Context: an optimization exercise on an open-source flow, tuned for small area. The choices shown serve that exercise and are no tape-out recipe. In this exercise RTL edits were held to simulation tests only and were not proved equivalent to the original. Power and IR drop assume default switching activity.

$ cat run.sh
#!/bin/bash
# synth_recipe.tcl (not shown) runs the flow's synth.tcl, then flattens the netlist and writes it again
# the make line also repeats each setting of config.mk as NAME=value (left out here)
make -C /OpenROAD-flow-scripts/flow DESIGN_CONFIG=/design/flow/config.mk WORK_HOME=/design/flow/orfs CLKGATE_MAP_FILE= SYNTH_SCRIPT=/design/flow/synth_recipe.tcl finish
$ cat config.mk
export PLATFORM = sky130hd
export DESIGN_NAME = FanTimerTop
export DESIGN_NICKNAME = FanTimerTop
export VERILOG_FILES = /design/flow/design.v
export SDC_FILE = /design/flow/constraint.sdc
export NUM_CORES = 4
export LEC_CHECK = 0
export ABC_AREA = 1
export CAP_MARGIN = 20
export CORE_MARGIN = 2
export CORE_UTILIZATION = 40
export SLEW_MARGIN = 20
$ cat constraint.sdc
create_clock -name core_clock -period 30.0 [get_ports {i_clk}]
set_input_delay 6.0000 -clock core_clock [delete_from_list [all_inputs] [get_ports {i_clk}]]
set_output_delay 6.0000 -clock core_clock [all_outputs]
set_load 0.01 [all_outputs]
$ cat design.v
module ButtonController(input i_clk, input i_reset, input i_button, output o_button);
    reg r_state; reg [6:0] c; reg r_button;
    assign o_button = r_button;
    wire a = i_button ^ r_state;
    wire term = ~c[0] & ~c[1] & ~c[2] & ~c[3] & c[6];
    wire fb = ~(c[6] ^ c[3]);
    wire [6:0] nx = {c[5], c[4] ^ term, c[3:0], fb};
    always @(posedge i_clk or posedge i_reset)
        if (i_reset) begin r_state <= 0; c <= 0; r_button <= 0; end
        else begin
            r_button <= a & term & r_state;
            r_state <= r_state ^ (a & term);
            if (a) c <= nx;
        end
endmodule
`timescale 1ns / 1ps
module FanTimerTop(
    input i_clk,
    input i_reset,
    input i_button_R,
    input i_button_L,
    input i_button_D,
    input i_button_U,
    input i_button_C,
    output [3:0] o_FND_Digit,
    output [7:0] o_FND_Font,
    output [2:0] o_fanlight,
    output o_timerlight,
    output o_fan
    );
    wire w_R, w_L, w_D, w_U, w_C;
    ButtonController Button_R(.i_clk(i_clk), .i_reset(i_reset), .i_button(i_button_R), .o_button(w_R));
    ButtonController Button_L(.i_clk(i_clk), .i_reset(i_reset), .i_button(i_button_L), .o_button(w_L));
    ButtonController Button_D(.i_clk(i_clk), .i_reset(i_reset), .i_button(i_button_D), .o_button(w_D));
    ButtonController Button_U(.i_clk(i_clk), .i_reset(i_reset), .i_button(i_button_U), .o_button(w_U));
    ButtonController Button_C(.i_clk(i_clk), .i_reset(i_reset), .i_button(i_button_C), .o_button(w_C));
    wire [1:0] w_pos;
    wire w_tick1s, w_lt222, w_lt444, w_lt666;
    TimeBase TimeBase(.i_clk(i_clk), .i_reset(i_reset), .o_pos(w_pos), .o_tick1s(w_tick1s),
                      .o_lt222(w_lt222), .o_lt444(w_lt444), .o_lt666(w_lt666));
    wire [1:0] w_fan;
    FanLevel FanLevel(.i_clk(i_clk), .i_reset(i_reset), .i_R(w_R), .i_L(w_L), .i_D(w_D), .o_fan(w_fan));
    wire w_active, w_complete;
    wire [3:0] w_rem;
    Timer Timer(.i_clk(i_clk), .i_reset(i_reset), .i_U(w_U), .i_C(w_C), .i_D(w_D), .i_tick(w_tick1s),
                .o_active(w_active), .o_complete(w_complete), .o_rem(w_rem));
    Display Display(.i_pos(w_pos), .i_rem(w_rem), .i_fan(w_fan), .o_digit(o_FND_Digit), .o_font(o_FND_Font));
    wire w_fan_on = ~w_complete;
    assign o_fanlight   = w_fan_on ? {w_fan[1] & w_fan[0], w_fan[1], w_fan[1] | w_fan[0]} : 3'b000;
    assign o_timerlight = w_active;
    reg w_pwm;
    always @(*) begin
        case (w_fan)
            2'd0: w_pwm = 1'b0;
            2'd1: w_pwm = w_lt222;
            2'd2: w_pwm = w_lt444;
            default: w_pwm = w_lt666;
        endcase
    end
    assign o_fan = w_fan_on & w_pwm;
endmodule
module TimeBase(
    input i_clk,
    input i_reset,
    output [1:0] o_pos,
    output o_tick1s,
    output o_lt222, o_lt444, o_lt666
    );
    reg [5:0] r_half;
    reg       r_phase;
    reg [5:0] r_lo;
    reg [4:0] r_hi;
    wire w_half_end = ~r_half[0] & r_half[2] & ~r_half[3] & r_half[5];
    wire w_half_fb  = r_half[0] ^ r_half[5];
    wire w_tick100  = w_half_end & ~r_phase;
    wire w_lo_end   = r_lo[5] & r_lo[4] & r_lo[0];              
    wire w_hi_end   = r_hi[4] & r_hi[1] & r_hi[0];              
    wire w_lo_25    = r_lo[4] & r_lo[3] & ~r_lo[2] & ~r_lo[1] & r_lo[0];
    assign o_tick1s = w_half_end & r_phase & w_lo_25;
    always @(posedge i_clk or posedge i_reset) begin
        if (i_reset) begin
            r_half  <= 6'd9;
            r_phase <= 1'b0;
            r_lo    <= 6'd0;
            r_hi    <= 5'd0;
        end
        else begin
            r_half <= {r_half[4:2], r_half[1] ^ w_half_end, r_half[0], w_half_fb};
            if (w_half_end) r_phase <= ~r_phase;
            if (w_tick100) begin
                if (w_lo_end) begin
                    r_lo <= 6'd0;
                    r_hi <= w_hi_end ? 5'd0 : r_hi + 5'd1;
                end
                else begin
                    r_lo <= r_lo + 6'd1;
                end
            end
        end
    end
    assign o_pos   = {r_lo[1] ^ r_hi[0], r_lo[0]};
    assign o_lt222 = (r_hi < 5'd4)  | ((r_hi == 5'd4)  & (r_lo < 6'd22));
    assign o_lt444 = (r_hi < 5'd8)  | ((r_hi == 5'd8)  & (r_lo < 6'd44));
    assign o_lt666 = (r_hi < 5'd13) | ((r_hi == 5'd13) & (r_lo < 6'd16));
endmodule
module FanLevel(
    input i_clk,
    input i_reset,
    input i_R, i_L, i_D,
    output [1:0] o_fan
    );
    reg [1:0] r_fan;
    assign o_fan = r_fan;
    always @(posedge i_clk or posedge i_reset) begin
        if (i_reset) r_fan <= 2'd0;
        else if (i_D && r_fan != 2'd0) r_fan <= 2'd0;
        else if (i_R && r_fan != 2'd3) r_fan <= r_fan + 2'd1;
        else if (i_L && r_fan != 2'd0) r_fan <= r_fan - 2'd1;
    end
endmodule
module Timer(
    input i_clk,
    input i_reset,
    input i_U, i_C, i_D, i_tick,
    output o_active, o_complete,
    output [3:0] o_rem
    );
    reg [1:0] r_set;
    reg       r_run;
    reg [3:0] r_rem;
    wire w_set   = r_set[1] | r_set[0];
    wire w_zero  = ~(r_rem[3] | r_rem[2] | r_rem[1] | r_rem[0]);
    wire [1:0] w_set_up = r_set + 2'd1;
    assign o_active   = r_run & w_set;
    assign o_complete = r_run & ~w_set;
    assign o_rem      = r_rem;
    always @(posedge i_clk or posedge i_reset) begin
        if (i_reset) begin
            r_set <= 2'd0;
            r_run <= 1'b0;
            r_rem <= 4'd0;
        end
        else if (!r_run) begin
            if (i_U) begin
                r_set <= w_set_up;
                r_rem <= {w_set_up, w_set_up};
            end
            else if (i_C && w_set) begin
                r_run <= 1'b1;
            end
        end
        else if (w_set) begin
            if (w_zero) r_set <= 2'd0;
            else if (i_C) r_rem <= {r_set, r_set};
            else if (i_tick) r_rem <= r_rem - 4'd1;
        end
        else begin
            if (i_D) r_run <= 1'b0;
        end
    end
endmodule
module Display(
    input [1:0] i_pos,
    input [3:0] i_rem,
    input [1:0] i_fan,
    output [3:0] o_digit,
    output [7:0] o_font
    );
    wire w_tens = i_rem[3] & (i_rem[2] | i_rem[1]);
    wire [3:0] w_ones = {i_rem[3] & ~w_tens, i_rem[2] & (i_rem[1] | ~w_tens), i_rem[1] ^ w_tens, i_rem[0]};
    wire [3:0] w_value = i_pos[1] ? {2'd0, i_fan} : (i_pos[0] ? {3'd0, w_tens} : w_ones);
    reg [7:0] r_font;
    always @(*) begin
        case (w_value)
            4'h0 : r_font = 8'hc0;
            4'h1 : r_font = 8'hf9;
            4'h2 : r_font = 8'ha4;
            4'h3 : r_font = 8'hb0;
            4'h4 : r_font = 8'h99;
            4'h5 : r_font = 8'h92;
            4'h6 : r_font = 8'h82;
            4'h7 : r_font = 8'hf8;
            4'h8 : r_font = 8'h80;
            4'h9 : r_font = 8'h98;
            default: r_font = 8'hff;
        endcase
    end
    assign o_font  = r_font;
    assign o_digit = {~(i_pos[1] & i_pos[0]), 1'b1, i_pos[1] | ~i_pos[0], i_pos[1] | i_pos[0]};
endmodule
==> impl_metrics.py, run 1 <==
metrics = {
    "clocking": {
        "cts_tree": "yes",
        "clock_latency_ns": 0.35,
        "cts_buffer_depth": 2,
        "root_buffer": "clkbuf_8",
        "postCtsHoldBufs": 0,
        "cts.sinks": 72,
        "numCtsBuffers": 9,
        "cts_resized": 0,
        "clkTransAtPathRegs_ns": 0.08,
        "post-cts-setup-buffers": 0,
        "htree_levels": 3,
    },
    "global_routing": {
        "grt_pass1_wl_microns": 11500,
        "track_usage_pct": 14.4,
        "grt_pass1_vias": 2652,
        "overflow": 0,
        "grt_max_degree": 73,
        "antenna_found_initial": 0,
    },
    "critical_path": {
        "rr_endpoint": "Timer.r_rem[1]",
        "crit_fanout": 6,
        "rrSetupSlack_ns": 28.53,
        "crit_path_end_kind": "primary output",
        "cp-start-kind": "flop",
        "crit_start": "Timer.r_rem[2]",
        "r2r_cells": 8,
        "crit_required_ns": 24.00,
        "r2r_start": "Timer.r_set[0]",
        "crit_path_end": "o_FND_Font[3]",
        "crit_type": "flop to primary output",
        "worstPathArrival_ns": 2.90,
    },
    "yosys": {
        "synth_seq_cells": 72,
        "ys_seq_area_share_pct": 48.5,
        "netlist_area_sq_mm": 0.00372,
        "synth_top_area_share_pct": 47.1,
        "syn_area_per_cell_sq_um": 8.44,
        "synth.distinct_cells": 34,
        "yosys_warnings": 6,
        "yosys.area.top_type": "dfrtp_1",
        "synthTopCellsByArea": "dfrtp_1 47%, nand2_1 9.0%, inv_1 6.2%",
        "netlist_instances": 441,
    },
    "worst_hold_path": {
        "hold_class": "flop to flop",
    },
    "power_and_ir_drop": {
        "power.internal_w": 0.000251,
        "pwr_density_cell_mw_per_mm2": 93.7,
        "power_leakage_nw": 2.09,
        "pwr-share-seq_pct": 38.4,
        "p_sw_share_pct": 37.3,
        "irDropWorstVdd_mv": 0.0437,
        "p_clk_share_pct": 21.4,
        "power_switching_w": 0.000149,
        "combPwrFrac_pct": 40.1,
    },
    "sta": {
        "slew_viol_final": 0,
        "hold_ws_ns": 0.354,
        "hold_viol_final": 0,
        "finalSetupViolations": 0,
        "rsz0062_at_grt": "false",
        "finalCritPeriodShare_pct": 29.7,
        "max-slew-margin-rel_pct": 41.5,
        "worstMarginPinSlew_ns": 0.878,
        "fin_skew_ns": 0.0148,
        "fmax_mhz": 112,
        "fin_crit_ns": 8.90,
        "setup_tns_ns": 0,
    },
    "place": {
        "hpwlAfterDp_microns": 4770,
        "place_congestion": 0.804,
        "io_buffer_count": 21,
    },
    "layout": {
        "finalNetCount": 491,
        "fin_util_pct": 46.6,
        "diodes": 0,
        "final_layout_size_suffix_gt1_share_pct": 8.25,
        "synthToLayoutAreaGrowth_pct": 14.7,
        "fill_cells": 879,
    },
    "routing": {
        "antenna_left": 0,
        "routed_wl_microns": 6480,
        "num_vias": 2757,
        "wl_per_cell_microns": 11.1,
        "post_drt_via_cell_ratio": 4.72,
        "drt_iter0_markers": 99,
        "drcViolationCount": 0,
        "drtPass1Iterations": 4,
    },
    "run": {
        "drv_cap": 0,
    },
    "floorplanning": {
        "dieArea_sq_mm": 0.0101,
        "core_area_sq_mm": 0.00915,
        "die_x_microns": 100,
        "die_y_microns": 100,
        "initial_core_util_pct": 40.7,
        "ioPinCount": 24,
        "rows": 35,
    },
    "status": {
        "status": "finished clean",
    },
}
metrics by stage:
step / power, W / area, sq um / worst slack (ns) / cells
after global routing: 0.000436 / 4270 / 20.90 / 584
after CTS: 0.000405 / 4270 / 21.09 / 584
after detailed placement: 0.000318 / 4050 / 21.48 / 568
after global placement: 0.000313 / 4050 / 21.55 / 568
after floorplan: 0.000267 / 3730 / 22.08 / 442
final: 0.000400 / 4270 / 21.10 / 584
state kept, by name, indices dropped and copies added, names as in the netlist, 2 cells and up, named ones only:
name,cells
Button_L.c,7
Timer.r_rem,4
Button_C.c,7
Timer.r_set,2
Button_R.c,7
TimeBase.r_hi,5
TimeBase.r_half,6
FanLevel.r_fan,2
TimeBase.r_lo,6
Button_U.c,7
Button_D.c,7
cell type report:
type,instances,area [sq um],area share [%]
clock inverter,5,78.8,1.85
inverter,65,244,5.72
tap,111,139,3.25
sequential,72,1800,42.3
timing repair buffer,22,218,5.10
multi-input combinational,298,1640,38.5
clock buffer,11,141,3.31
critical path, cell delays in order (launching register included):
cell and delay [ns]:
dfrtp_1 0.42, nor2_1 0.25, nor2_1 0.11, ha_1 0.29, inv_1 0.06, a22oi_4 0.22, inv_1 0.09, ha_1 0.28
or2_1 0.24, nand3_1 0.07, nand2_1 0.05, clkdlybuf4s50_1 0.47
how the worst min path moves through the flow:
| stage | from | depth (start not counted) | slack, ns | endpoint |
|---|---|---|---|---|
| 3_3_place_gp | TimeBase.r_half[4] | 0 | 0.35 | TimeBase.r_half[5] |
| 4_1_cts | TimeBase.r_half[4] | 0 | 0.36 | TimeBase.r_half[5] |
| 5_1_grt | TimeBase.r_half[4] | 0 | 0.37 | TimeBase.r_half[5] |
| 2_1_floorplan | TimeBase.r_half[4] | 0 | 0.33 | TimeBase.r_half[5] |
| 6_report | TimeBase.r_half[4] | 0 | 0.35 | TimeBase.r_half[5] |
| 3_5_place_dp | TimeBase.r_half[4] | 0 | 0.34 | TimeBase.r_half[5] |
cell families after synthesis:
logic type,Yosys count,share of synthesized area (%)
AO/OA/AOI/OAI,79,11.3
AND/OR/NAND/NOR,180,22.2
other,1,0.101
adder cells (fa/ha/maj),16,5.38
XOR/XNOR,19,4.47
flip-flops,72,48.5
buffers and inverters,72,7.50
multiplexers,2,0.605
routing by layer:
metal	up-vias	routed length [microns]	GRT usage, %
met3	7	192	3.12
met2	34	2970	23.4
met5	-	0	0
met1	1261	3200	18.4
li1	1455	-	-
met4	0	110	6.74
cells in the mapped netlist (all sizes together):
cell and instances:
a21boi 1, a21oi 25, a22oi 1, buf 3
clkbuf 4, conb 1, dfrtp 70, dfstp 2
ha 16, inv 65, mux2 2, nand2 93
nand3 27, nand3b 1, nand4 3, nor2 46
nor3 5, nor3b 2, o211ai 1, o21ai 49
o31ai 2, or2 3, xnor2 1, xor2 18
power groups by stage:
stage	clock, W	sequential (W)	combinational [W]
3_3_place_gp	0	0.000155	0.000158
5_1_grt	0.0000926	0.000158	0.000185
2_1_floorplan	0	0.000150	0.000117
4_1_cts	0.0000881	0.000154	0.000163
3_5_place_dp	0	0.000155	0.000163
6_report	0.0000857	0.000154	0.000160
placed cells by master (no fill, tap or decap), types with 2 or more instances in the layout:
cell type,Yosys,routed
nand2_1,89,89
dfrtp_1,70,70
inv_1,61,60
nor2_1,43,43
o21ai_0,43,43
a21oi_1,25,25
nand3_1,23,23
clkdlybuf4s50_1,0,21
xor2_1,18,18
ha_1,16,16
clkbuf_8,0,10
o21ai_1,6,6
inv_2,4,5
nor3_1,5,5
nand3_2,3,3
nand4_1,3,3
dfstp_2,2,2
or2_2,2,2
o31ai_1,2,2
nand2_2,2,2
nor2_8,2,2
mux2_2,2,2
nand2_4,2,2
nor3b_1,2,2
conb_1,1,2
clkinv_2,0,2
bufinv_16,0,2
==> inputs of run 2 (changes only) <==
==> flow/run.sh (new file) <==
#!/bin/bash
# Own layout flow: the standard ORFS flow (standard.sh) with three changes:
#  - synthesis: the ABC area script is flow/abc_area.script (deeper area
#    optimisation) and adders are left to ABC instead of half/full-adder cells;
#    everything before ABC, and so every register, is the standard synthesis's;
#  - ports are buffered with sky130_fd_sc_hd__buf_1;
#  - clock tree synthesis inserts no dummy loads.
# Each make run's full output goes to a log file here; ORFS's own per-step logs
# are under orfs/logs.
set -euo pipefail
W=$(pwd)
OVL="$W/scripts_ovl"
mkdir -p "$OVL"
for f in "$FLOW_HOME"/scripts/*; do ln -sfn "$f" "$OVL/"; done
rm -f "$OVL/abc_area.script"
cp "$W/flow/abc_area.script" "$OVL/abc_area.script"

bash standard.sh SCRIPTS_DIR="$OVL" ABC_AREA=1 ADDER_MAP_FILE= synth > "$W/make_synth.log" 2>&1

bash standard.sh \
  BUFFER_PORTS_ARGS="-buffer_cell sky130_fd_sc_hd__buf_1" \
  CTS_ARGS="-sink_clustering_enable -repair_clock_nets -dont_use_dummy_load" \
  finish > "$W/make_layout.log" 2>&1
==> flow/abc_area.script (new file) <==
strash
&get -n
&deepsyn -T 30 -S 2
&put
dch -f
amap
topo
==> standard.sh (new file) <==
#!/bin/bash
# synth_recipe.tcl (not shown) runs the flow's synth.tcl, then flattens the netlist and writes it again
# the make line also repeats each setting of config.mk as NAME=value (left out here)
make -C /OpenROAD-flow-scripts/flow DESIGN_CONFIG=/design/flow/config.mk WORK_HOME=/design/flow/orfs CLKGATE_MAP_FILE= SYNTH_SCRIPT=/design/flow/synth_recipe.tcl "${@:-finish}"
removed: run.sh
==> run 2 against run 1 <==
Effect of this change: still clean on timing, DRC and antenna; critical path depth unchanged; clock power down 35%; total power down 22%; utilization down 1.3 points; clock-buffer cell count down 2; combinational power down 34%; area after synthesis down 16%; largest cell class unchanged; largest power group is now sequential cells.
==> impl_metrics.py, run 2 <==
metrics = {
    "sta": {
        "slew_viol_final": 0,
        "worstMarginPinSlew_ns": 0.866,
        "fin_skew_ns": 0.0237,
        "finalCritPeriodShare_pct": 29.0,
        "fmax_mhz": 115,
        "max-slew-margin-rel_pct": 42.3,
        "hold_viol_final": 0,
        "setup_tns_ns": 0,
        "rsz0062_at_grt": "false",
        "fin_ws_ns": 21.29,
        "finalSetupViolations": 0,
        "fin_crit_ns": 8.71,
    },
    "run": {
        "drv_cap": 0,
    },
    "yosys": {
        "synth_edf_count": 0,
        "syn_area_per_cell_sq_um": 9.10,
        "synth.distinct_cells": 28,
        "synth_top_area_share_pct": 55.8,
        "synth_flop_cell": "dfrtp_1",
        "synthArstFlopShare_pct": 100,
        "synth_common_cells": "70 x dfrtp_1, 68 x clkinv_1, 49 x nor2_1, 29 x o22ai_1, 27 x nand2_1",
        "synth_seq_cells": 72,
        "yosys_warnings": 6,
        "synthTopCellsByArea": "dfrtp_1 56%, clkinv_1 8.1%, nor2_1 5.9%",
        "ys_seq_area_share_pct": 57.5,
        "yosysMostFrequentCell": "dfrtp_1",
        "yosys.area.top_type": "dfrtp_1",
        "netlist_instances": 345,
        "netlist_area_sq_mm": 0.00314,
    },
    "place": {
        "place_ws_ns": 21.64,
        "hpwlAfterDp_microns": 3960,
        "place_congestion": 0.753,
        "io_buffer_count": 21,
    },
    "clocking": {
        "post-cts-setup-buffers": 0,
        "clkTransAtPathRegs_ns": 0.06,
        "root_buffer": "clkbuf_8",
        "cts.sinks": 72,
        "clock_latency_ns": 0.33,
        "cts_resized": 0,
        "cts_tree": "yes",
        "postCtsHoldBufs": 0,
        "numCtsBuffers": 9,
        "cts_buffer_depth": 2,
        "htree_levels": 3,
    },
    "global_routing": {
        "grt_max_degree": 73,
        "track_usage_pct": 14.3,
        "grt_pass1_vias": 2151,
        "grt_pass1_wl_microns": 9580,
        "antenna_found_initial": 0,
        "overflow": 0,
    },
    "layout": {
        "synthToLayoutAreaGrowth_pct": 10.4,
        "layout_commonest_cell": "dfrtp_1",
        "finalNetCount": 384,
        "diodes": 0,
        "final_layout_size_suffix_gt1_share_pct": 3.47,
        "final_cell_mix": "70 x dfrtp_1, 67 x clkinv_1, 49 x nor2_1",
    },
    "floorplanning": {
        "dieArea_sq_mm": 0.00858,
        "ioPinCount": 24,
        "initial_core_util_pct": 41.1,
        "core_area_sq_mm": 0.00765,
        "rows": 32,
        "die_x_microns": 92.6,
        "die_y_microns": 92.6,
    },
    "critical_path": {
        "rrSetupSlack_ns": 27.58,
        "crit_required_ns": 24.00,
        "cp-start-kind": "flop",
        "crit_path_end_kind": "primary output",
        "crit_fanout": 5,
        "worstPathArrival_ns": 2.71,
        "crit_type": "flop to primary output",
    },
    "routing": {
        "wl_per_cell_microns": 11.5,
        "drtPass1Iterations": 4,
        "drt_iter0_markers": 68,
        "antenna_left": 0,
        "drcViolationCount": 0,
        "num_vias": 2380,
        "post_drt_via_cell_ratio": 4.99,
        "routed_wl_microns": 5480,
    },
    "power_and_ir_drop": {
        "power_leakage_nw": 1.39,
        "irDropWorstVdd_mv": 0.0311,
        "pwr_density_cell_mw_per_mm2": 89.4,
    },
    "status": {
        "status": "finished clean",
    },
    "worst_hold_path": {
        "hold_class": "flop to flop",
    },
}
==> run 2: changes by cell type after synthesis, sizes merged, moves of 18 or more <==
cell | before | now
o22ai | 0 | 29
nand2 | 93 | 27
o21ai | 49 | 19
clkinv | 0 | 68
xor2 | 18 | 0
nand3 | 27 | 3
inv | 65 | 0
==> run 2: critical path, cell delays in order, from the launching register on <==
cell and delay (ns):
dfrtp_1 0.35, clkinv_1 0.13, o22ai_1 0.37, or2_0 0.21
a21oi_1 0.05, a221oi_1 0.33, clkinv_1 0.22, nor2_1 0.16
and2_0 0.16, a21oi_1 0.09, o21ai_0 0.17, buf_1 0.17
==> run 2: through the flow <==
stage / utilization [%] / cells / hold slack (ns) / area, sq um / total power, W
final: 45.3 / 477 / 0.336 / 3470 / 0.000310
after global routing: 45.3 / 477 / 0.363 / 3470 / 0.000338
after CTS: 45.3 / 477 / 0.337 / 3470 / 0.000314
after detailed placement: 43.7 / 468 / 0.346 / 3340 / 0.000257
after global placement: 43.7 / 468 / 0.336 / 3340 / 0.000254
after floorplan: - / 346 / 0.331 / 3140 / 0.000230
==> run 2: metal layers <==
layer | global-route usage [%] | vias up | part of all wire [%]
li1 | - | 1243 | -
met1 | 19.7 | 1085 | 49
met2 | 21.3 | 46 | 45
met3 | 3.82 | 6 | 4.4
met4 | 5.97 | 0 | 1.5
met5 | 0 | - | 0
==> run 2: final timing paths <==
path / start / cells past startpoint / endpoint
setup / recovery: TimeBase.r_lo[1] / 11 / o_FND_Font[5]
hold / removal: TimeBase.r_half[4] / 0 / TimeBase.r_half[5]
setup reg to reg: TimeBase.r_half[0] / 11 / TimeBase.r_hi[3]
hold reg to reg: TimeBase.r_half[4] / 0 / TimeBase.r_half[5]
max in group asynchronous: i_reset / 3 / FanLevel.r_fan[0]
min in group asynchronous: i_reset / 3 / async pin
==> run 2: area by class of cell <==
cell class / instances / area [sq um]
inverter: 68 / 255
tap: 102 / 128
clock buffer: 9 / 124
timing repair buffer: 22 / 86.3
sequential: 72 / 1800
fill: 743 / 4180
multi-input combinational: 204 / 1070
==> run 2: cell families (layout without fill, tap and decap cells) <==
kind of cell	count (synthesis)	in the layout	synth area share (%)
and+or+nand+nor	107	107	14.8
AOI/OAI and AO/OA	95	95	19.0
DFF	72	72	57.5
buffers and inverters	70	99	8.61
other	1	2	0.119
==> run 2: power breakdown <==
part | total, W | internal (W) | switching [W]
Combinational | 0.000105 | 0.0000412 | 0.0000634
Clock | 0.0000558 | 0.0000267 | 0.0000291
Sequential | 0.000150 | 0.000129 | 0.0000203
==> inputs of run 3 (changes only) <==
--- a/flow/run.sh
+++ b/flow/run.sh
@@ -21,3 +21,3 @@
   BUFFER_PORTS_ARGS="-buffer_cell sky130_fd_sc_hd__buf_1" \
-  CTS_ARGS="-sink_clustering_enable -repair_clock_nets -dont_use_dummy_load" \
+  CTS_ARGS="-sink_clustering_enable -repair_clock_nets -dont_use_dummy_load -buf_list {sky130_fd_sc_hd__clkbuf_2 sky130_fd_sc_hd__clkbuf_4 sky130_fd_sc_hd__clkbuf_8} -sink_clustering_size 24" \
   finish > "$W/make_layout.log" 2>&1
==> run 3 against run 2 <==
Effect of this change: clock power about the same; flip-flop and latch count stayed put; clock skew stayed put; cell area unchanged; hold slack is the same; first-iteration DRC count did not move; clock-buffer cell count is the same; die area stayed put; worst setup slack stayed put; critical endpoint unchanged; largest cell class unchanged.
==> impl_metrics.py, run 3 <==
metrics = {
    "layout": {
        "finalNetCount": 384,
        "synthToLayoutAreaGrowth_pct": 10.4,
        "final_layout_size_suffix_gt1_share_pct": 3.47,
        "fin_util_pct": 45.3,
        "layout_commonest_cell": "dfrtp_1",
        "final_cell_mix": "70 x dfrtp_1, 67 x clkinv_1, 49 x nor2_1",
        "diodes": 0,
        "final_cells": 477,
        "fin_area_sq_mm": 0.00347,
    },
    "sta": {
        "finalCritPeriodShare_pct": 29.0,
        "fmax_mhz": 115,
        "worstMarginPinSlew_ns": 0.866,
        "slew_viol_final": 0,
        "rsz0062_at_grt": "false",
        "fin_crit_ns": 8.71,
        "setup_tns_ns": 0,
        "hold_viol_final": 0,
        "finalSetupViolations": 0,
        "max-slew-margin-rel_pct": 42.3,
        "fin_skew_ns": 0.0237,
    },
    "yosys": {
        "synth_top_area_share_pct": 55.8,
        "synth.distinct_cells": 28,
        "synthTopCellsByArea": "dfrtp_1 56%, clkinv_1 8.1%, nor2_1 5.9%",
        "syn_area_per_cell_sq_um": 9.10,
        "synthArstFlopShare_pct": 100,
        "synth_edf_count": 0,
        "netlist_instances": 345,
        "yosysMostFrequentCell": "dfrtp_1",
        "synth_common_cells": "70 x dfrtp_1, 68 x clkinv_1, 49 x nor2_1, 29 x o22ai_1, 27 x nand2_1",
        "synth_seq_cells": 72,
        "netlist_area_sq_mm": 0.00314,
        "ys_seq_area_share_pct": 57.5,
        "yosys_warnings": 6,
        "yosys.area.top_type": "dfrtp_1",
        "synth_flop_cell": "dfrtp_1",
    },
    "power_and_ir_drop": {
        "p_sw_share_pct": 36.4,
        "pwr-share-seq_pct": 48.3,
        "p_clk_share_pct": 18.0,
        "irDropWorstVdd_mv": 0.0311,
        "power_w": 0.000310,
        "combPwrFrac_pct": 33.7,
        "power.internal_w": 0.000197,
        "pwr_density_cell_mw_per_mm2": 89.4,
        "power_switching_w": 0.000113,
        "power_leakage_nw": 1.39,
    },
    "routing": {
        "wl_per_cell_microns": 11.5,
        "antenna_left": 0,
        "drt_iter0_markers": 68,
        "drtPass1Iterations": 4,
        "wl_met2_microns": 2460,
        "drt-met1-wl_microns": 2690,
        "routed_wl_microns": 5480,
        "drcViolationCount": 0,
        "num_vias": 2380,
        "post_drt_via_cell_ratio": 4.99,
        "route.met3.wl_microns": 239,
        "highest_layer": "met4",
    },
    "worst_hold_path": {
        "min_to": "TimeBase.r_half[5]",
        "holdPathStages": 0,
        "hold_class": "flop to flop",
        "hp-start": "TimeBase.r_half[4]",
    },
    "clocking": {
        "clock_latency_ns": 0.33,
        "root_buffer": "clkbuf_8",
        "cts.sinks": 72,
        "cts_buffer_depth": 2,
        "clkTransAtPathRegs_ns": 0.06,
        "postCtsHoldBufs": 0,
        "numCtsBuffers": 9,
        "cts_resized": 0,
        "cts_tree": "yes",
        "post-cts-setup-buffers": 0,
        "htree_levels": 3,
    },
    "critical_path": {
        "path_buf_inv": 3,
        "rr_endpoint": "TimeBase.r_hi[3]",
        "slowest_stage": "o22ai_1",
        "cp_cell_sequence": "clkinv_1, o22ai_1, or2_0, a21oi_1, a221oi_1, clkinv_1, nor2_1, and2_0, a21oi_1, o21ai_0, buf_1",
        "crit_path_end_kind": "primary output",
        "cp-start-kind": "flop",
        "crit_type": "flop to primary output",
        "worstPathArrival_ns": 2.71,
        "rrSetupSlack_ns": 27.58,
        "r2r_cells": 11,
        "crit_required_ns": 24.00,
        "crit_fanout": 5,
        "cpLargestDelayFamily": "compound AO/OA/AOI/OAI gates",
        "r2r_start": "TimeBase.r_half[0]",
        "cp_slowest_stage_delay_ns": 0.37,
    },
    "floorplanning": {
        "dieArea_sq_mm": 0.00858,
        "ioPinCount": 24,
        "die_x_microns": 92.6,
        "die_y_microns": 92.6,
        "rows": 32,
        "core_area_sq_mm": 0.00765,
        "initial_core_util_pct": 41.1,
    },
    "global_routing": {
        "grt_max_degree": 73,
        "grt_pass1_vias": 2151,
        "overflow": 0,
        "grt_pass1_wl_microns": 9580,
        "track_usage_pct": 14.3,
        "antenna_found_initial": 0,
    },
    "place": {
        "hpwlAfterDp_microns": 3960,
        "place_congestion": 0.753,
        "io_buffer_count": 21,
        "placed_cells": 468,
        "place_area_sq_mm": 0.00334,
    },
    "run": {
        "drv_cap": 0,
    },
    "status": {
        "status": "finished clean",
    },
}
[run 3: cell counts in the layout (fill, tap and decap cells not counted)]
No cell type changed its count.
[run 3: per-stage QoR]
step	hold WS [ns]	worst slack, ns
6_report	0.336	21.29
5_1_grt	0.363	20.97
4_1_cts	0.337	21.27
3_5_place_dp	0.346	21.64
3_3_place_gp	0.336	21.81
2_1_floorplan	0.331	21.87
[run 3: power by group through the flow]
stage / sequential, W / clock [W] / combinational, W
4_1_cts: 0.000150 / 0.0000587 / 0.000106
5_1_grt: 0.000155 / 0.0000627 / 0.000121
2_1_floorplan: 0.000147 / 0 / 0.0000833
6_report: 0.000150 / 0.0000558 / 0.000105
3_5_place_dp: 0.000151 / 0 / 0.000106
3_3_place_gp: 0.000151 / 0 / 0.000103
[run 3: per-layer routing]
layer,vias up,global-route usage (%)
met5,-,0
met1,1085,19.7
met3,6,3.82
met4,0,5.97
li1,1243,-
met2,46,21.3
[run 3: worst max path at each step]
stage	startpoint	cells after the start	end	slack (ns)
6_report	TimeBase.r_lo[1]	11	o_FND_Font[5]	21.29
5_1_grt	TimeBase.r_lo[1]	11	o_FND_Font[5]	20.97
3_5_place_dp	TimeBase.r_lo[1]	11	o_FND_Font[5]	21.64
4_1_cts	TimeBase.r_lo[1]	11	o_FND_Font[5]	21.27
2_1_floorplan	TimeBase.r_lo[1]	10	o_FND_Font[5]	21.87
3_3_place_gp	TimeBase.r_lo[1]	11	o_FND_Font[5]	21.81
[run 3: cell type report]
cell class / instances / area [sq um]
inverter: 68 / 255
fill: 743 / 4180
multi-input combinational: 204 / 1070
timing repair buffer: 22 / 86.3
sequential: 72 / 1800
clock buffer: 9 / 124
tap: 102 / 128
[run 3: cells by family (layout without fill, tap and decap cells)]
kind of cell    Yosys count  after routing  share of synthesized area [%]
buf+inv                  70             99                           8.61
other cells               1              2                          0.119
compound gates           95             95                           19.0
flops                    72             72                           57.5
simple gates            107            107                           14.8
==> inputs of run 4 (changes only) <==
--- a/flow/run.sh
+++ b/flow/run.sh
@@ -21,3 +21,3 @@
   BUFFER_PORTS_ARGS="-buffer_cell sky130_fd_sc_hd__buf_1" \
-  CTS_ARGS="-sink_clustering_enable -repair_clock_nets -dont_use_dummy_load -buf_list {sky130_fd_sc_hd__clkbuf_2 sky130_fd_sc_hd__clkbuf_4 sky130_fd_sc_hd__clkbuf_8} -sink_clustering_size 24" \
+  CTS_ARGS="-sink_clustering_enable -repair_clock_nets -dont_use_dummy_load -buf_list sky130_fd_sc_hd__clkbuf_4 -sink_clustering_size 18" \
   finish > "$W/make_layout.log" 2>&1
==> run 4 against run 3 <==
Effect of this change: via count increased by 0.38%; clock-buffer cell count unchanged; area after synthesis unchanged; hold slack improved by 0.0025 ns; maximum frequency decreased by 0.91%; critical endpoint unchanged; global-route usage increased by 0.18 points; sequential power about the same.
==> impl_metrics.py, run 4 <==
metrics = {
    "global_routing": {
        "antenna_found_initial": 0,
        "overflow": 0,
        "grt_pass1_wl_microns": 9620,
        "track_usage_pct": 14.4,
        "grt_pass1_vias": 2168,
        "grt_max_degree": 73,
    },
    "critical_path": {
        "cp_cell_sequence": "clkinv_1, o22ai_1, or2_0, a21oi_1, a221oi_1, clkinv_1, nor2_1, and2_0, a21oi_1, o21ai_0, buf_1",
        "cp-start-kind": "flop",
        "crit_fanout": 5,
        "cp_slowest_stage_delay_ns": 0.37,
        "worstPathArrival_ns": 2.79,
        "crit_type": "flop to primary output",
        "slowest_stage": "o22ai_1",
        "crit_path_end_kind": "primary output",
        "crit_required_ns": 24.00,
    },
    "yosys": {
        "netlist_area_sq_mm": 0.00314,
        "netlist_instances": 345,
        "synth_seq_cells": 72,
        "yosys_warnings": 6,
        "synth_flop_cell": "dfrtp_1",
        "synthArstFlopShare_pct": 100,
        "yosys.area.top_type": "dfrtp_1",
        "synth.distinct_cells": 28,
        "ys_seq_area_share_pct": 57.5,
        "syn_area_per_cell_sq_um": 9.10,
        "synthTopCellsByArea": "dfrtp_1 56%, clkinv_1 8.1%, nor2_1 5.9%",
        "yosysMostFrequentCell": "dfrtp_1",
        "synth_edf_count": 0,
        "synth_top_area_share_pct": 55.8,
        "synth_common_cells": "70 x dfrtp_1, 68 x clkinv_1, 49 x nor2_1, 29 x o22ai_1, 27 x nand2_1",
    },
    "power_and_ir_drop": {
        "pwr_density_cell_mw_per_mm2": 86.7,
        "p_clk_share_pct": 14.1,
        "p_sw_share_pct": 37.7,
        "pwr-share-seq_pct": 50.5,
        "power_switching_w": 0.000112,
        "power_w": 0.000296,
        "power_leakage_nw": 1.37,
        "irDropWorstVdd_mv": 0.0282,
        "combPwrFrac_pct": 35.4,
        "power.internal_w": 0.000184,
    },
    "layout": {
        "layout_commonest_cell": "dfrtp_1",
        "final_cell_mix": "70 x dfrtp_1, 67 x clkinv_1, 49 x nor2_1",
        "final_layout_size_suffix_gt1_share_pct": 3.47,
        "diodes": 0,
        "fin_area_sq_mm": 0.00341,
        "fin_util_pct": 44.6,
        "fill_cells": 746,
        "final_cells": 477,
        "finalNetCount": 384,
        "synthToLayoutAreaGrowth_pct": 8.61,
    },
    "floorplanning": {
        "initial_core_util_pct": 41.1,
        "die_x_microns": 92.6,
        "die_y_microns": 92.6,
        "core_area_sq_mm": 0.00765,
        "rows": 32,
        "dieArea_sq_mm": 0.00858,
        "ioPinCount": 24,
    },
    "place": {
        "place_congestion": 0.753,
        "io_buffer_count": 21,
        "place_area_sq_mm": 0.00334,
        "hpwlAfterDp_microns": 3960,
        "placed_cells": 468,
    },
    "routing": {
        "drtPass1Iterations": 4,
        "antenna_left": 0,
        "drt-met1-wl_microns": 2690,
        "routed_wl_microns": 5480,
        "highest_layer": "met4",
        "route.met3.wl_microns": 218,
        "wl_per_cell_microns": 11.5,
        "drcViolationCount": 0,
        "post_drt_via_cell_ratio": 5.01,
        "drt_iter0_markers": 64,
        "wl_met2_microns": 2460,
        "num_vias": 2389,
    },
    "sta": {
        "finalCritPeriodShare_pct": 29.3,
        "setup_tns_ns": 0,
        "slew_viol_final": 0,
        "max-slew-margin-rel_pct": 42.1,
        "hold_viol_final": 0,
        "fin_crit_ns": 8.79,
        "finalSetupViolations": 0,
        "worstMarginPinSlew_ns": 0.869,
        "fmax_mhz": 114,
        "rsz0062_at_grt": "false",
        "fin_skew_ns": 0.0383,
    },
    "clocking": {
        "cts_tree": "yes",
        "clock_latency_ns": 0.40,
        "clkTransAtPathRegs_ns": 0.10,
        "numCtsBuffers": 9,
        "postCtsHoldBufs": 0,
        "post-cts-setup-buffers": 0,
        "root_buffer": "clkbuf_4",
        "cts.sinks": 72,
        "cts_resized": 0,
        "cts_buffer_depth": 2,
        "htree_levels": 3,
    },
    "status": {
        "status": "finished clean",
    },
    "run": {
        "drv_cap": 0,
    },
    "worst_hold_path": {
        "hold_class": "flop to flop",
    },
}
run 4: cell families (layout without fill, tap and decap cells):
logic type	count (synthesis)	count (layout)	synth area share (%)
AND/OR/NAND/NOR	107	107	14.8
AO/OA/AOI/OAI	95	95	19.0
flip-flops	72	72	57.5
buffers and inverters	70	99	8.61
other	1	2	0.119
run 4: critical path, delay by kind of cell (launching register included):
family | cells | cell delay, ns
flip-flops | 1 | 0.36
AND/OR/NAND/NOR | 3 | 0.53
AO/OA/AOI/OAI | 5 | 1.01
buffers and inverters | 3 | 0.52
run 4: routing by layer:
layer  vias to the layer above  global-route usage (%)
met5                         -                       0
met2                        43                    21.4
met3                         8                    3.58
met1                      1086                    19.7
li1                       1252                       -
met4                         0                    7.46
run 4: worst paths after layout:
check | startpoint | end | slack [ns] | cells after the start
max in group asynchronous | i_reset | TimeBase.r_half[2] | 23.59 | 3
hold / removal | TimeBase.r_half[4] | TimeBase.r_half[5] | 0.34 | 0
setup reg to reg | TimeBase.r_half[0] | TimeBase.r_hi[3] | 27.60 | 11
setup / recovery | TimeBase.r_lo[1] | o_FND_Font[5] | 21.21 | 11
min in group asynchronous | i_reset | async pin | 5.83 | 3
hold reg to reg | TimeBase.r_half[4] | TimeBase.r_half[5] | 0.34 | 0
run 4: cell type report:
class / count / area, sq um / area share (%)
multi-input combinational: 204 / 1070 / 31.4
sequential: 72 / 1800 / 52.9
clock buffer: 9 / 67.6 / 1.98
inverter: 68 / 255 / 7.48
timing repair buffer: 22 / 86.3 / 2.53
tap: 102 / 128 / 3.74
run 4: metrics by stage:
stage	worst slack, ns	hold WS (ns)
after global placement	21.81	0.336
after floorplan	21.87	0.331
after global routing	20.87	0.365
final	21.21	0.339
after CTS	21.18	0.336
after detailed placement	21.64	0.346
run 4: power groups by stage:
| stage | combinational, W | sequential (W) | clock [W] |
|---|---|---|---|
| floorplan | 0.0000833 | 0.000147 | 0 |
| global placement | 0.000103 | 0.000151 | 0 |
| detailed placement | 0.000106 | 0.000151 | 0 |
| CTS | 0.000106 | 0.000149 | 0.0000446 |
| global route | 0.000121 | 0.000154 | 0.0000489 |
| finish | 0.000105 | 0.000149 | 0.0000418 |
==> inputs of run 5 (changes only) <==
--- a/flow/run.sh
+++ b/flow/run.sh
@@ -21,3 +21,3 @@
   BUFFER_PORTS_ARGS="-buffer_cell sky130_fd_sc_hd__buf_1" \
-  CTS_ARGS="-sink_clustering_enable -repair_clock_nets -dont_use_dummy_load -buf_list sky130_fd_sc_hd__clkbuf_4 -sink_clustering_size 18" \
+  CTS_ARGS="-sink_clustering_enable -repair_clock_nets -dont_use_dummy_load -buf_list sky130_fd_sc_hd__clkbuf_8 -sink_clustering_size 36" \
   finish > "$W/make_layout.log" 2>&1
==> run 5 against run 4 <==
Effect of this change: cell area up 1.7%; clock power increased by 33%; flip-flop and latch count unchanged; highest routed layer unchanged; largest power group unchanged; synthesized cell count did not move; combinational power hardly changed; total power up 4.8%.
==> impl_metrics.py, run 5 <==
metrics = {
    "yosys": {
        "synthTopCellsByArea": "dfrtp_1 56%, clkinv_1 8.1%, nor2_1 5.9%",
        "synth_seq_cells": 72,
        "synth_common_cells": "70 x dfrtp_1, 68 x clkinv_1, 49 x nor2_1, 29 x o22ai_1, 27 x nand2_1",
        "synthArstFlopShare_pct": 100,
        "synth_flop_cell": "dfrtp_1",
        "yosysMostFrequentCell": "dfrtp_1",
        "netlist_instances": 345,
        "yosys.area.top_type": "dfrtp_1",
        "yosys_warnings": 6,
        "syn_area_per_cell_sq_um": 9.10,
        "netlist_area_sq_mm": 0.00314,
        "synth_edf_count": 0,
        "synth_top_area_share_pct": 55.8,
        "ys_seq_area_share_pct": 57.5,
        "synth.distinct_cells": 28,
    },
    "critical_path": {
        "r2r_start": "TimeBase.r_half[0]",
        "cp_slowest_stage_delay_ns": 0.37,
        "crit_path_end_kind": "primary output",
        "crit_fanout": 5,
        "rrSetupSlack_ns": 27.58,
        "r2r_cells": 11,
        "rr_endpoint": "TimeBase.r_hi[3]",
        "crit_required_ns": 24.00,
        "cp_cell_sequence": "clkinv_1, o22ai_1, or2_0, a21oi_1, a221oi_1, clkinv_1, nor2_1, and2_0, a21oi_1, o21ai_0, buf_1",
        "cp-start-kind": "flop",
        "slowest_stage": "o22ai_1",
        "crit_type": "flop to primary output",
        "crit_start": "TimeBase.r_lo[1]",
        "worstPathArrival_ns": 2.71,
    },
    "floorplanning": {
        "die_y_microns": 92.6,
        "die_x_microns": 92.6,
        "ioPinCount": 24,
        "initial_core_util_pct": 41.1,
        "core_area_sq_mm": 0.00765,
        "rows": 32,
        "dieArea_sq_mm": 0.00858,
    },
    "routing": {
        "drtPass1Iterations": 4,
        "drt_iter0_markers": 68,
        "drcViolationCount": 0,
        "routed_wl_microns": 5480,
        "num_vias": 2380,
        "antenna_left": 0,
        "wl_per_cell_microns": 11.5,
        "post_drt_via_cell_ratio": 4.99,
    },
    "clocking": {
        "root_buffer": "clkbuf_8",
        "postCtsHoldBufs": 0,
        "clock_latency_ns": 0.33,
        "cts.sinks": 72,
        "cts_buffer_depth": 2,
        "htree_levels": 3,
        "cts_tree": "yes",
        "clkTransAtPathRegs_ns": 0.06,
        "cts_resized": 0,
        "numCtsBuffers": 9,
        "post-cts-setup-buffers": 0,
    },
    "sta": {
        "worstMarginPinSlew_ns": 0.866,
        "fin_crit_ns": 8.71,
        "hold_viol_final": 0,
        "setup_tns_ns": 0,
        "fin_skew_ns": 0.0237,
        "rsz0062_at_grt": "false",
        "finalSetupViolations": 0,
        "slew_viol_final": 0,
        "max-slew-margin-rel_pct": 42.3,
        "finalCritPeriodShare_pct": 29.0,
        "fmax_mhz": 115,
    },
    "power_and_ir_drop": {
        "combPwrFrac_pct": 33.7,
        "pwr-share-seq_pct": 48.3,
        "p_clk_share_pct": 18.0,
        "power_switching_w": 0.000113,
        "power.internal_w": 0.000197,
        "p_sw_share_pct": 36.4,
        "irDropWorstVdd_mv": 0.0311,
        "power_leakage_nw": 1.39,
        "pwr_density_cell_mw_per_mm2": 89.4,
        "power_w": 0.000310,
    },
    "layout": {
        "final_cell_mix": "70 x dfrtp_1, 67 x clkinv_1, 49 x nor2_1",
        "finalNetCount": 384,
        "final_layout_size_suffix_gt1_share_pct": 3.47,
        "final_cells": 477,
        "synthToLayoutAreaGrowth_pct": 10.4,
        "fill_cells": 743,
        "layout_commonest_cell": "dfrtp_1",
        "diodes": 0,
    },
    "global_routing": {
        "antenna_found_initial": 0,
        "track_usage_pct": 14.3,
        "grt_max_degree": 73,
        "grt_pass1_vias": 2151,
        "grt_pass1_wl_microns": 9580,
        "overflow": 0,
    },
    "worst_hold_path": {
        "holdPathStages": 0,
        "hold_class": "flop to flop",
        "min_to": "TimeBase.r_half[5]",
        "hp-start": "TimeBase.r_half[4]",
    },
    "place": {
        "place_congestion": 0.753,
        "io_buffer_count": 21,
        "placed_cells": 468,
        "hpwlAfterDp_microns": 3960,
    },
    "status": {
        "status": "finished clean",
    },
    "run": {
        "drv_cap": 0,
    },
}
==> run 5: cell counts after synthesis <==
No cell type changed its count.
==> run 5: final cells by class <==
cell class	instances	area, sq um	share of cell area, %
clock buffer	9	124	3.57
tap	102	128	3.68
timing repair buffer	22	86.3	2.49
sequential	72	1800	52.0
inverter	68	255	7.36
multi-input combinational	204	1070	30.9
==> run 5: power groups by stage <==
stage / clock (W) / combinational, W / sequential [W]
after floorplan: 0 / 0.0000833 / 0.000147
after global placement: 0 / 0.000103 / 0.000151
after detailed placement: 0 / 0.000106 / 0.000151
after CTS: 0.0000587 / 0.000106 / 0.000150
after global routing: 0.0000627 / 0.000121 / 0.000155
final: 0.0000558 / 0.000105 / 0.000150
==> run 5: worst max-delay path by stage <==
stage / cells after the start / slack, ns / to
6_report: 11 / 21.29 / o_FND_Font[5]
5_1_grt: 11 / 20.97 / o_FND_Font[5]
4_1_cts: 11 / 21.27 / o_FND_Font[5]
3_5_place_dp: 11 / 21.64 / o_FND_Font[5]
3_3_place_gp: 11 / 21.81 / o_FND_Font[5]
2_1_floorplan: 10 / 21.87 / o_FND_Font[5]
==> run 5: per-layer routing <==
metal | part of all wire [%] | GRT usage (%) | routed length, microns
met4 | 1.5 | 5.97 | 83
met1 | 49 | 19.7 | 2690
met3 | 4.4 | 3.82 | 239
met2 | 45 | 21.3 | 2460
met5 | 0 | 0 | 0
==> run 5: kinds of logic after synthesis <==
| logic type | share of synthesized area (%) |
|---|---|
| other | 0.119 |
| buffers and inverters | 8.61 |
| AO/OA/AOI/OAI | 19.0 |
| AND/OR/NAND/NOR | 14.8 |
| flip-flops | 57.5 |
==> run 5: metrics by stage <==
stage / instance area [sq um] / hold slack, ns / setup slack, ns / util (%)
2_1_floorplan: 3140 / 0.331 / 21.87 / -
3_3_place_gp: 3340 / 0.336 / 21.81 / 43.7
3_5_place_dp: 3340 / 0.346 / 21.64 / 43.7
4_1_cts: 3470 / 0.337 / 21.27 / 45.3
5_1_grt: 3470 / 0.363 / 20.97 / 45.3
6_report: 3470 / 0.336 / 21.29 / 45.3
==> run 5: worst max-delay path: cells and delay by family (launching register included) <==
family / cells / cell delay (ns)
compound gates: 5 / 1.01
buf+inv: 3 / 0.52
flops: 1 / 0.35
simple gates: 3 / 0.53
==> inputs of run 6 (changes only) <==
--- a/design.v
+++ b/design.v
@@ -11,3 +11,3 @@
             r_button <= a & term & r_state;
-            r_state <= r_state ^ (a & term);
+            if (a & term) r_state <= ~r_state;
             if (a) c <= nx;
--- a/flow/run.sh
+++ b/flow/run.sh
@@ -6,3 +6,3 @@
 #  - ports are buffered with sky130_fd_sc_hd__buf_1;
-#  - clock tree synthesis inserts no dummy loads.
+#  - clock tree synthesis uses clkbuf_4 buffers and inserts no dummy loads.
 # Each make run's full output goes to a log file here; ORFS's own per-step logs
@@ -21,3 +21,3 @@
   BUFFER_PORTS_ARGS="-buffer_cell sky130_fd_sc_hd__buf_1" \
-  CTS_ARGS="-sink_clustering_enable -repair_clock_nets -dont_use_dummy_load -buf_list sky130_fd_sc_hd__clkbuf_8 -sink_clustering_size 36" \
+  CTS_ARGS="-sink_clustering_enable -repair_clock_nets -dont_use_dummy_load -buf_list sky130_fd_sc_hd__clkbuf_4 -sink_clustering_size 18" \
   finish > "$W/make_layout.log" 2>&1
==> run 6 against run 5 <==
Effect of this change: area after synthesis down 0.72%; routed wire length down 0.27%; flip-flop and latch count unchanged; highest routed layer unchanged; cell area down 2.3%; clock skew up 0.0046 ns; via count down 3.2%; critical path depth unchanged; critical path type unchanged; non-clock buffer count unchanged; maximum frequency up 0.45%; largest power group unchanged; critical endpoint is now o_FND_Font[1].
==> impl_metrics.py, run 6 <==
metrics = {
    "layout": {
        "fin_util_pct": 44.3,
        "synthToLayoutAreaGrowth_pct": 8.67,
        "fin_area_sq_mm": 0.00339,
        "layout_commonest_cell": "dfrtp_1",
        "final_cell_mix": "70 x dfrtp_1, 62 x clkinv_1, 50 x nor2_1",
        "finalNetCount": 377,
        "final_layout_size_suffix_gt1_share_pct": 3.53,
        "diodes": 0,
    },
    "yosys": {
        "synth.distinct_cells": 30,
        "synth_flop_cell": "dfrtp_1",
        "netlist_instances": 338,
        "synth_top_area_share_pct": 56.2,
        "synthArstFlopShare_pct": 100,
        "yosysMostFrequentCell": "dfrtp_1",
        "yosys_warnings": 6,
        "ys_seq_area_share_pct": 57.9,
        "synth_seq_cells": 72,
        "synthTopCellsByArea": "dfrtp_1 56%, clkinv_1 7.6%, nor2_1 6.0%",
        "syn_area_per_cell_sq_um": 9.22,
        "synth_common_cells": "70 x dfrtp_1, 63 x clkinv_1, 50 x nor2_1, 28 x o22ai_1",
        "netlist_area_sq_mm": 0.00312,
        "yosys.area.top_type": "dfrtp_1",
        "synth_edf_count": 0,
    },
    "critical_path": {
        "r2r_start": "TimeBase.r_half[5]",
        "crit_path_end_kind": "primary output",
        "cp_slowest_stage_delay_ns": 0.41,
        "path_buf_inv": 4,
        "worstPathArrival_ns": 2.68,
        "crit_start": "TimeBase.r_hi[0]",
        "critPathMostFrequentCell": "clkinv_1",
        "cp_cell_sequence": "clkinv_1, o22ai_1, clkinv_1, nand2_1, or3_1, a32oi_1, nor2b_1, o21ai_0, clkinv_1, nor2_1, buf_1",
        "cp-start-kind": "flop",
        "path_depth": 11,
        "slowest_stage": "dfrtp_1",
        "r2r_cells": 10,
        "crit_type": "flop to primary output",
        "cpLargestDelayFamily": "compound AO/OA/AOI/OAI gates",
        "crit_fanout": 4,
        "crit_required_ns": 24.00,
    },
    "place": {
        "hpwlAfterDp_microns": 3960,
        "io_buffer_count": 21,
        "place_area_sq_mm": 0.00332,
        "place_congestion": 0.798,
    },
    "global_routing": {
        "track_usage_pct": 14.2,
        "grt_max_degree": 73,
        "grt_pass1_vias": 2123,
        "antenna_found_initial": 0,
        "overflow": 0,
        "grt_pass1_wl_microns": 9400,
    },
    "sta": {
        "finalCritPeriodShare_pct": 28.9,
        "fin_skew_ns": 0.0283,
        "worstMarginPinSlew_ns": 0.861,
        "max-slew-margin-rel_pct": 42.6,
        "finalSetupViolations": 0,
        "rsz0062_at_grt": "false",
        "fin_crit_ns": 8.68,
        "fmax_mhz": 115,
        "hold_viol_final": 0,
        "setup_tns_ns": 0,
        "slew_viol_final": 0,
    },
    "clocking": {
        "cts_tree": "yes",
        "htree_levels": 3,
        "post-cts-setup-buffers": 0,
        "clkTransAtPathRegs_ns": 0.10,
        "cts.sinks": 72,
        "postCtsHoldBufs": 0,
        "root_buffer": "clkbuf_4",
        "numCtsBuffers": 9,
        "cts_resized": 0,
        "cts_buffer_depth": 2,
        "clock_latency_ns": 0.40,
    },
    "routing": {
        "post_drt_via_cell_ratio": 4.90,
        "antenna_left": 0,
        "routed_wl_microns": 5460,
        "drcViolationCount": 0,
        "drt_iter0_markers": 93,
        "num_vias": 2303,
        "drtPass1Iterations": 4,
        "wl_per_cell_microns": 11.6,
    },
    "worst_hold_path": {
        "hold_class": "flop to flop",
        "hp-start": "TimeBase.r_half[4]",
        "holdPathStages": 0,
    },
    "power_and_ir_drop": {
        "pwr_density_cell_mw_per_mm2": 87.7,
        "irDropWorstVdd_mv": 0.0412,
        "power_leakage_nw": 1.37,
    },
    "floorplanning": {
        "rows": 32,
        "initial_core_util_pct": 40.8,
        "core_area_sq_mm": 0.00765,
        "die_y_microns": 92.3,
        "dieArea_sq_mm": 0.00852,
        "ioPinCount": 24,
        "die_x_microns": 92.3,
    },
    "run": {
        "drv_cap": 0,
    },
    "status": {
        "status": "finished clean",
    },
}
[run 6: changes by cell type after synthesis, moves of 2 or more]
cell      before  now
clkinv_1      68   63
o31ai_1        0    2
a21oi_1       20   23
nor2b_1        1    4
a221oi_1       2    0
o21ai_0       19   16
nand2_1       27   23
[run 6: cells by family after synthesis]
logic type	after synthesis	share of synthesized area, %
compound gates	93	18.7
buf+inv	65	8.07
simple gates	107	15.2
flops	72	57.9
other cells	1	0.120
[run 6: worst paths after layout]
| path | endpoint | slack (ns) |
|---|---|---|
| max | o_FND_Font[1] | 21.32 |
| min | TimeBase.r_half[5] | 0.37 |
| max reg2reg | TimeBase.r_hi[3] | 27.31 |
| min reg2reg | TimeBase.r_half[5] | 0.37 |
| max in group asynchronous | Button_U.r_button | 23.59 |
| min in group asynchronous | Button_L.c[3] | 5.81 |
[run 6: per-stage QoR]
stage               total power, W  setup slack, ns  cells  hold slack, ns
floorplan                 0.000231            21.95    339           0.331
global placement          0.000256            21.94    461           0.342
detailed placement        0.000258            21.79    461           0.356
CTS                       0.000302            21.33    470           0.376
global route              0.000325            21.04    470           0.384
finish                    0.000297            21.32    470           0.366
[run 6: metal layers]
layer  vias to the layer above  GRT usage, %  share of wire (%)
li1                       1216             -                  -
met1                      1046          17.7                 49
met2                        32          22.5                 45
met3                         9          5.53                4.1
met4                         0          4.85                1.9
met5                         -             0                  0
[run 6: cell type report]
class                   instances  area [sq um]
flip-flops and latches         72          1800
inverters                      63           236
well taps                     102           128
clock buffers                   9          67.6
fillers                       747          4260
repair buffers                 22          86.3
multi-input cells             202          1070
[run 6: power by group]
part	switching, W	internal [W]	leakage (nW)
logic	0.0000635	0.0000414	0.442
clock network	0.0000281	0.0000140	0.0414
registers	0.0000209	0.000129	0.885
total	0.000112	0.000185	1.37
==> inputs of run 7 (changes only) <==
--- a/design.v
+++ b/design.v
@@ -128,10 +128,10 @@
     reg [1:0] r_set;
-    reg       r_run;
     reg [3:0] r_rem;
-    wire w_set   = r_set[1] | r_set[0];
-    wire w_zero  = ~(r_rem[3] | r_rem[2] | r_rem[1] | r_rem[0]);
-    wire [1:0] w_set_up = r_set + 2'd1;
-    assign o_active   = r_run & w_set;
-    assign o_complete = r_run & ~w_set;
-    assign o_rem      = r_rem;
+    wire w_active = r_set[1] | r_set[0];
+    wire w_zero   = ~(r_rem[3] | r_rem[2] | r_rem[1] | r_rem[0]);
+    wire w_complete = ~w_active & r_rem[0] & ~r_rem[2];
+    wire [1:0] w_next = r_rem[3:2] + 2'd1;
+    assign o_active   = w_active;
+    assign o_complete = w_complete;
+    assign o_rem      = {r_rem[3:1], r_rem[0] & ~w_complete};
     always @(posedge i_clk or posedge i_reset) begin
@@ -139,16 +139,9 @@
             r_set <= 2'd0;
-            r_run <= 1'b0;
             r_rem <= 4'd0;
         end
-        else if (!r_run) begin
-            if (i_U) begin
-                r_set <= w_set_up;
-                r_rem <= {w_set_up, w_set_up};
+        else if (w_active) begin
+            if (w_zero) begin
+                r_set <= 2'd0;
+                r_rem <= 4'd1;
             end
-            else if (i_C && w_set) begin
-                r_run <= 1'b1;
-            end
-        end
-        else if (w_set) begin
-            if (w_zero) r_set <= 2'd0;
             else if (i_C) r_rem <= {r_set, r_set};
@@ -156,5 +149,7 @@
         end
-        else begin
-            if (i_D) r_run <= 1'b0;
+        else if (w_complete) begin
+            if (i_D) r_rem <= 4'd0;
         end
+        else if (i_U) r_rem <= {w_next, w_next};
+        else if (i_C) r_set <= r_rem[3:2];
     end
==> run 7 against run 6 <==
Effect of this change: still clean on timing, DRC and antenna; sequential power is essentially flat; clock-buffer cell count unchanged; maximum frequency increased by 5.2%; area after synthesis fell by 1.4%; combinational power rose by 6%; critical path type unchanged; critical endpoint is now o_FND_Font[0]; highest routed layer unchanged.
==> impl_metrics.py, run 7 <==
metrics = {
    "critical_path": {
        "worstPathArrival_ns": 2.25,
        "crit_type": "flop to primary output",
        "path_buf_inv": 4,
        "cp-start-kind": "flop",
        "cp_slowest_stage_delay_ns": 0.35,
        "r2r_start": "TimeBase.r_half[5]",
        "cpLargestDelayFamily": "compound AO/OA/AOI/OAI gates",
        "crit_fanout": 5,
        "crit_path_end_kind": "primary output",
        "slowest_stage": "dfrtp_1",
        "critPathMostFrequentCell": "nor2_1",
        "crit_required_ns": 24.00,
        "rrSetupSlack_ns": 27.11,
        "crit_start": "TimeBase.r_lo[1]",
        "cp_cell_sequence": "clkinv_1, o22ai_1, nor2_1, clkinv_1, nor2_1, a22oi_1, clkinv_1, nor2_1, nand2_1, nor2_1, buf_1",
    },
    "worst_hold_path": {
        "hp-start": "TimeBase.r_half[4]",
        "hold_class": "flop to flop",
    },
    "yosys": {
        "synth_edf_count": 0,
        "netlist_area_sq_mm": 0.00307,
        "yosysMostFrequentCell": "dfrtp_1",
        "synthTopCellsByArea": "dfrtp_1 56%, clkinv_1 7.4%, o22ai_1 6.3%",
        "yosys.area.top_type": "dfrtp_1",
        "synth_common_cells": "69 x dfrtp_1, 61 x clkinv_1, 45 x nor2_1, 31 x o22ai_1",
        "netlist_instances": 333,
        "synthArstFlopShare_pct": 100,
        "ys_seq_area_share_pct": 57.9,
        "synth_seq_cells": 71,
        "syn_area_per_cell_sq_um": 9.23,
        "yosys_warnings": 6,
        "synth_flop_cell": "dfrtp_1",
        "synth_top_area_share_pct": 56.2,
        "synth.distinct_cells": 29,
    },
    "global_routing": {
        "track_usage_pct": 14.1,
        "antenna_found_initial": 0,
        "grt_pass1_wl_microns": 9430,
        "grt_pass1_vias": 2149,
        "overflow": 0,
        "grt_max_degree": 72,
    },
    "power_and_ir_drop": {
        "irDropWorstVdd_mv": 0.0299,
        "power_leakage_nw": 1.33,
        "pwr_density_cell_mw_per_mm2": 89.7,
    },
    "clocking": {
        "cts_resized": 0,
        "clkTransAtPathRegs_ns": 0.09,
        "post-cts-setup-buffers": 0,
        "cts_buffer_depth": 2,
        "clock_latency_ns": 0.40,
        "numCtsBuffers": 9,
        "root_buffer": "clkbuf_4",
        "cts_tree": "yes",
        "htree_levels": 3,
        "postCtsHoldBufs": 0,
        "cts.sinks": 71,
    },
    "routing": {
        "routed_wl_microns": 5300,
        "drcViolationCount": 0,
        "antenna_left": 0,
        "drt_iter0_markers": 75,
        "wl_per_cell_microns": 11.5,
        "drtPass1Iterations": 4,
        "num_vias": 2333,
        "post_drt_via_cell_ratio": 5.05,
    },
    "sta": {
        "fin_skew_ns": 0.0325,
        "fin_crit_ns": 8.25,
        "max-slew-margin-rel_pct": 42.8,
        "finalSetupViolations": 0,
        "hold_viol_final": 0,
        "fin_ws_ns": 21.75,
        "rsz0062_at_grt": "false",
        "hold_ws_ns": 0.339,
        "fmax_mhz": 121,
        "slew_viol_final": 0,
        "finalCritPeriodShare_pct": 27.5,
        "worstMarginPinSlew_ns": 0.857,
        "setup_tns_ns": 0,
    },
    "layout": {
        "synthToLayoutAreaGrowth_pct": 8.67,
        "final_layout_size_suffix_gt1_share_pct": 3.58,
        "fin_util_pct": 45.6,
        "fill_cells": 707,
        "diodes": 0,
        "finalNetCount": 372,
        "fin_area_sq_mm": 0.00334,
        "layout_commonest_cell": "dfrtp_1",
        "final_cell_mix": "69 x dfrtp_1, 60 x clkinv_1, 45 x nor2_1",
    },
    "run": {
        "drv_cap": 0,
    },
    "floorplanning": {
        "die_y_microns": 91.7,
        "die_x_microns": 91.7,
        "initial_core_util_pct": 41.9,
        "ioPinCount": 24,
        "dieArea_sq_mm": 0.00840,
        "core_area_sq_mm": 0.00733,
        "rows": 31,
    },
    "place": {
        "place_area_sq_mm": 0.00327,
        "hpwlAfterDp_microns": 3810,
        "place_ws_ns": 22.14,
        "io_buffer_count": 21,
        "place_congestion": 0.818,
    },
    "status": {
        "status": "finished clean",
    },
}
run 7: worst register-to-register path: stages (launching register included):
cell and delay [ns]:
dfrtp_1 0.34, clkinv_1 0.09, nor4b_1 0.48, clkinv_1 0.21, nor2_1 0.20, nand2_1 0.14
nor3_1 0.42, clkinv_1 0.20, nor2_1 0.21, nand2_1 0.15, nor3_1 0.26, nor2_1 0.06
nor2_1 0.08
run 7: stage by stage:
step / std cells / total power (W)
detailed placement: 453 / 0.000261
finish: 462 / 0.000300
global placement: 453 / 0.000259
floorplan: 334 / 0.000233
global route: 462 / 0.000328
CTS: 462 / 0.000304
run 7: area by class of cell:
cell class,count,area (sq um),area share [%]
inverter,61,229,6.85
timing repair buffer,22,86.3,2.58
clock buffer,9,67.6,2.02
sequential,71,1780,53.3
multi-input combinational,200,1050,31.6
tap,99,124,3.71
run 7: cells by family after synthesis:
kind of cell | count (synthesis) | share of synthesized area, %
other | 1 | 0.122
AOI/OAI and AO/OA | 106 | 21.3
DFF | 71 | 57.9
and+or+nand+nor | 92 | 12.7
buffers and inverters | 63 | 7.94
run 7: path summary, 6_finish.rpt:
| check | end | cells past startpoint |
|---|---|---|
| hold / removal | TimeBase.r_half[5] | 0 |
| max in group asynchronous | Button_D.r_button | 3 |
| setup reg to reg | TimeBase.r_hi[4] | 12 |
| setup / recovery | o_FND_Font[0] | 11 |
| min in group asynchronous | Button_C.c[4] | 3 |
| hold reg to reg | TimeBase.r_half[5] | 0 |
run 7: report_power, final:
group,leakage (nW),internal [W],total [W],switching [W]
Combinational,0.417,0.0000422,0.000111,0.0000691
Sequential,0.872,0.000127,0.000147,0.0000204
Clock,0.0414,0.0000140,0.0000415,0.0000275
Total,1.33,0.000183,0.000300,0.000117
run 7: routing by layer:
layer / vias to the layer above / share of wire (%) / routed length [microns] / track usage, %
met5: - / 0 / 0 / 0
met4: 0 / 1.3 / 71 / 7.32
met3: 7 / 4.1 / 219 / 3.29
met2: 38 / 43 / 2300 / 21.1
met1: 1067 / 51 / 2710 / 19.1
li1: 1221 / - / - / -

==> afterwards: timing with drivers on the ports <==
Ports are ideal in the flow. The routed layouts listed here were re-timed in OpenROAD.
Step 1 (the two cells are an assumption about what drives the block):
set clk [get_ports {i_clk}]
set_driving_cell -lib_cell sky130_fd_sc_hd__clkbuf_16 $clk
set_driving_cell -lib_cell sky130_fd_sc_hd__buf_2 [delete_from_list [all_inputs] $clk]
Step 2 times the ports against the registers' clock, not the clock port: input delays grow and output delays shrink by t, the midpoint of the rising clock arrivals with the driver on.
a / b / c = ideal ports / drivers / drivers and shift; a / b = the first two.
run | shift t [ns] | slack for setup (ns) | hold WS [ns]
run 1 | 0.371 | 21.104 / 21.074 / 21.445 | 0.354 / 0.354 / 0.354
run 2 | 0.352 | 21.285 / 21.251 / 21.603 | 0.336 / 0.336 / 0.336
run 3 | 0.352 | 21.285 / 21.251 / 21.603 | 0.336 / 0.336 / 0.336
run 4 | 0.414 | 21.205 / 21.175 / 21.589 | 0.339 / 0.339 / 0.339
run 5 | 0.352 | 21.285 / 21.251 / 21.603 | 0.336 / 0.336 / 0.336
run 6 | 0.417 | 21.325 / 21.294 / 21.712 | 0.366 / 0.366 / 0.366
run 7 | 0.410 | 21.752 / 21.724 / 22.134 | 0.339 / 0.339 / 0.339
After both steps every run listed still meets setup and hold.
